Background: an optimization exercise with open tools, aiming at small area and a short achievable clock period. Do not read the settings as production practice. Function was checked by simulation only, so behaviour that the tests miss may differ from the original. Power figures rest on the tool's default switching activity, not on a simulated workload.

== build 31 ==
Design main, start of the top module:
module main(
    input CLK67MHZ,
    input sckPort,
    input mosiPort,
    input sselPort,
    input resetPort,
    output upPort,
    output downPort
    );
Settings: LEC_CHECK=0, CAP_MARGIN=20, CORE_MARGIN=2, CORE_UTILIZATION=40, SLEW_MARGIN=20; clock period 10.0 ns.
standard.sh (not shown) runs the stock make flow with config.mk's settings and CLKGATE_MAP_FILE= SYNTH_SCRIPT=/design/flow/synth_recipe.tcl, a recipe that flattens the netlist after the stock synthesis.
==> flow/flow/run.sh <==
#!/bin/bash
set -euo pipefail
bash standard.sh SETUP_SLACK_MARGIN=6.6 finish > flow_standard.log 2>&1
Build 31 did not stop at any stage, and its layout met the timing, DRC and antenna checks.
The following lists how trial 19 was set up differently from build 31:
- setting ABC_AREA to 1 for the first time
Worst setup timing slack at the placement stage up 0.16 ns in trial 19 wrt build 31
Comparing trial 19 and build 31, the higher number of filler instances in the final layout was measured on trial 19.
Between trial 19 and build 31, the cell area after technology mapping is higher for trial 19.
NOTE non-clock inverter total of the final layout build 31->trial 19 increased by more than 100%
Diff build 31 -> trial 19 | mean cell area of the mapped netlist | down by more than 10%
Lower synthesis-to-finish area growth among trial 19 and build 31: trial 19
Diff build 31 -> trial 19 | number of clock buffers in the layout | increase of 3
The transition at the pin with the smallest max-transition slack of trial 19 falls short of that of build 31 by 0.0049 ns.
Changes observed in trial 19 relative to build 31: aggregate routed wire length went down by 0.64%; worst setup slack went up by 0.42 ns; worst-case register-to-register setup slack went up by 0.50 ns.

========
main, a different RTL version from the one above (not shown whole).
Size: roughly 2,100 cells after synthesis, about 350 flip-flops, about 7 I/O pins, ~0.019 mm2 of cells after synthesis.
Design main, start of the top module:
module main(
    input CLK67MHZ,
    input sckPort,
    input mosiPort,
    input sselPort,
    input resetPort,
    output upPort,
    output downPort
    );
    wire clk = CLK67MHZ;
    wire reset = resetPort;
    wire [39:0] data;
    wire        chg;
    wire        sr40;
    getOmega omega(clk, sckPort, mosiPort, sselPort, data, chg, sr40);
    wire [15:0] kl;
    wire [12:0] kp;
    wire [13:0] km;
    wire [3:0]  od, od_nx;
    bitShifter bs(clk, chg, data, sr40, kl, kp, km, od, od_nx);
    wire en, en_nx, en_nr, en_rst;
    clkDivider getClk(clk, reset, od_nx, en, en_nx, en_nr, en_rst);
    wire [1:0] sdOut;
    sigma_delta_twopiece sigma_delta_twopiece(clk, reset, en, en_nr, en_rst, kl, kp, km, sdOut);
    reg d1, up_r, dn_r;
    always @(posedge clk) begin
        d1   <= sdOut[0];
        up_r <= ~(d1 & sdOut[0]);
        dn_r <= ~(d1 | sdOut[0]);
    end
    assign upPort = up_r;
    assign downPort = dn_r;
endmodule
clock: 10.0 ns
lec_check: 0
abc_area: 1
cap_margin: 20
core_margin: 2
core_utilization: 40
cts_cluster_diameter: 120
cts_cluster_size: 24
slew_margin: 20
tns_end_percent: 50
==> flow/flow/run.sh <==
#!/bin/bash
set -euo pipefail
bash standard.sh SETUP_SLACK_MARGIN=7.0 finish > flow_standard.log 2>&1
The starting point finished with timing, DRC and antenna clean.
Next try:
==> flow/flow/run.sh (replaced) <==
#!/bin/bash
set -euo pipefail
bash standard.sh SETUP_SLACK_MARGIN=7.2 finish > flow_standard.log 2>&1
Settings changed: TNS_END_PERCENT 50 to 10.
=> The changed run went through all stages and came out clean. Wire length climbs by 0.85%. Worst setup slack is worse by 0.048 ns. Hold slack is worse by 0.0046 ns. Via count went down by 0.56%. Critical path depth came out higher by 1. Clock-buffer cell count shrinks by 3. Maximum frequency shrinks by 1.6%.
Next try:
==> flow/flow/run.sh (replaced) <==
#!/bin/bash
set -euo pipefail
bash standard.sh SETUP_SLACK_MARGIN=7.0 finish > flow_standard.log 2>&1
Settings changed: CTS_CLUSTER_DIAMETER 120 to 140, CTS_CLUSTER_SIZE 24 to 28, TNS_END_PERCENT 10 to 30.
Outcome: Power decreases by 1.9%. Non-clock buffer count decreases by 8. Design area decreases by 0.59%. Worst hold slack improves by 0.0038 ns. Routed wire length decreases by 0.66%. Via count decreases by 0.54%. Setup slack improves by 0.079 ns. Clock-buffer cell count decreases by 3. Sequential share of layout area increases by 0.25 points.
Next try:
Settings changed: CORE_UTILIZATION 40 to 65, CTS_CLUSTER_DIAMETER 140 to 120, CTS_CLUSTER_SIZE 28 to 24, PLACE_DENSITY set to 0.8.
Result: Cell area went down slightly; clock power increases by a few percent; setup slack got worse by 0.073 ns; non-clock buffer count goes down by 4; hold slack improves by 0.0079 ns; area after synthesis stays the same; utilization rose by 27 points; fmax came out lower by a few percent; count of clock-buffer cells in the layout rises by 3; power climbs slightly; cell count fell by a little under a tenth.

========
== run P ==
Starting RTL as in the previous note.
clock: 10.0 ns
lec_check: 0
abc_area: 1
cap_margin: 20
core_margin: 2
core_utilization: 40
cts_cluster_diameter: 120
cts_cluster_size: 24
slew_margin: 20
tns_end_percent: 10
==> flow/flow/run.sh <==
#!/bin/bash
set -euo pipefail
bash standard.sh SETUP_SLACK_MARGIN=7.0 finish > flow_standard.log 2>&1
Relative to run P, the following input files were edited for run B:
# run P
export LEC_CHECK = 0
export ABC_AREA = 1
export CAP_MARGIN = 20
export CORE_MARGIN = 2
export CORE_UTILIZATION = 40
export CTS_CLUSTER_DIAMETER = 120
export CTS_CLUSTER_SIZE = 24
export SLEW_MARGIN = 20
export TNS_END_PERCENT = 10
create_clock -name core_clock -period 10.0 [get_ports {CLK67MHZ}]
# run B
export LEC_CHECK = 0
export ABC_AREA = 1
export CAP_MARGIN = 20
export CORE_MARGIN = 2
export CORE_UTILIZATION = 40
export CTS_CLUSTER_DIAMETER = 120
export CTS_CLUSTER_SIZE = 24
export SLEW_MARGIN = 20
export TNS_END_PERCENT = 5
create_clock -name core_clock -period 10.0 [get_ports {CLK67MHZ}]
Results
Run B against run P: register-to-register path setup slack closely matched the old numbers, post-synth design cell area closely matched the old numbers. Final critical-path share of the clock period: run B vs run P — no meaningful difference. Summary of run B over run P: finished layout cell area has remained practically unchanged, peak per-stage delay on the critical path up 370 ps.

## separate check: timing with driven ports
No port has a modelled driver above. Below, the same layouts with a new extraction and two added sets of constraints. Step 1 (the two cells are an assumption about what drives the block):
set clk [get_ports {CLK67MHZ}]
set_driving_cell -lib_cell sky130_fd_sc_hd__clkbuf_16 $clk
set_driving_cell -lib_cell sky130_fd_sc_hd__buf_2 [delete_from_list [all_inputs] $clk]
Step 2, shift: input delay + t, output delay - t, t = (earliest + latest rising clock arrival at the registers) / 2. This alone moves slack from input paths to output paths. Slacks: ideal / step 1 / step 2; pairs: ideal / step 1.
run	shift t [ns]	slack for setup (ns)	worst setup path after step 2	worst slew at a driven data input, ns
build 31	0.605	6.399 / 6.399 / 5.902	input to register	0.06
trial 19	0.626	6.822 / 6.767 / 6.263	input to register	0.03
the first run of note 2	0.569	6.989 / 6.993 / 6.447	input to register	0.03
the second run of note 2	0.595	6.942 / 6.951 / 6.380	input to register	0.03
the third run of note 2	0.583	7.021 / 6.966 / 6.575	input to register	0.03
the fourth run of note 2	0.570	6.948 / 6.899 / 6.488	input to register	0.03
run P	0.605	7.025 / 6.969 / 6.550	input to register	0.03
run B	0.605	7.016 / 6.967 / 6.527	input to register	0.03
After both steps every run listed still meets setup and hold. For the second run of note 2, which loses most, drivers alone change the setup slack by +0.009 ns; drivers and shift together by -0.562 ns.
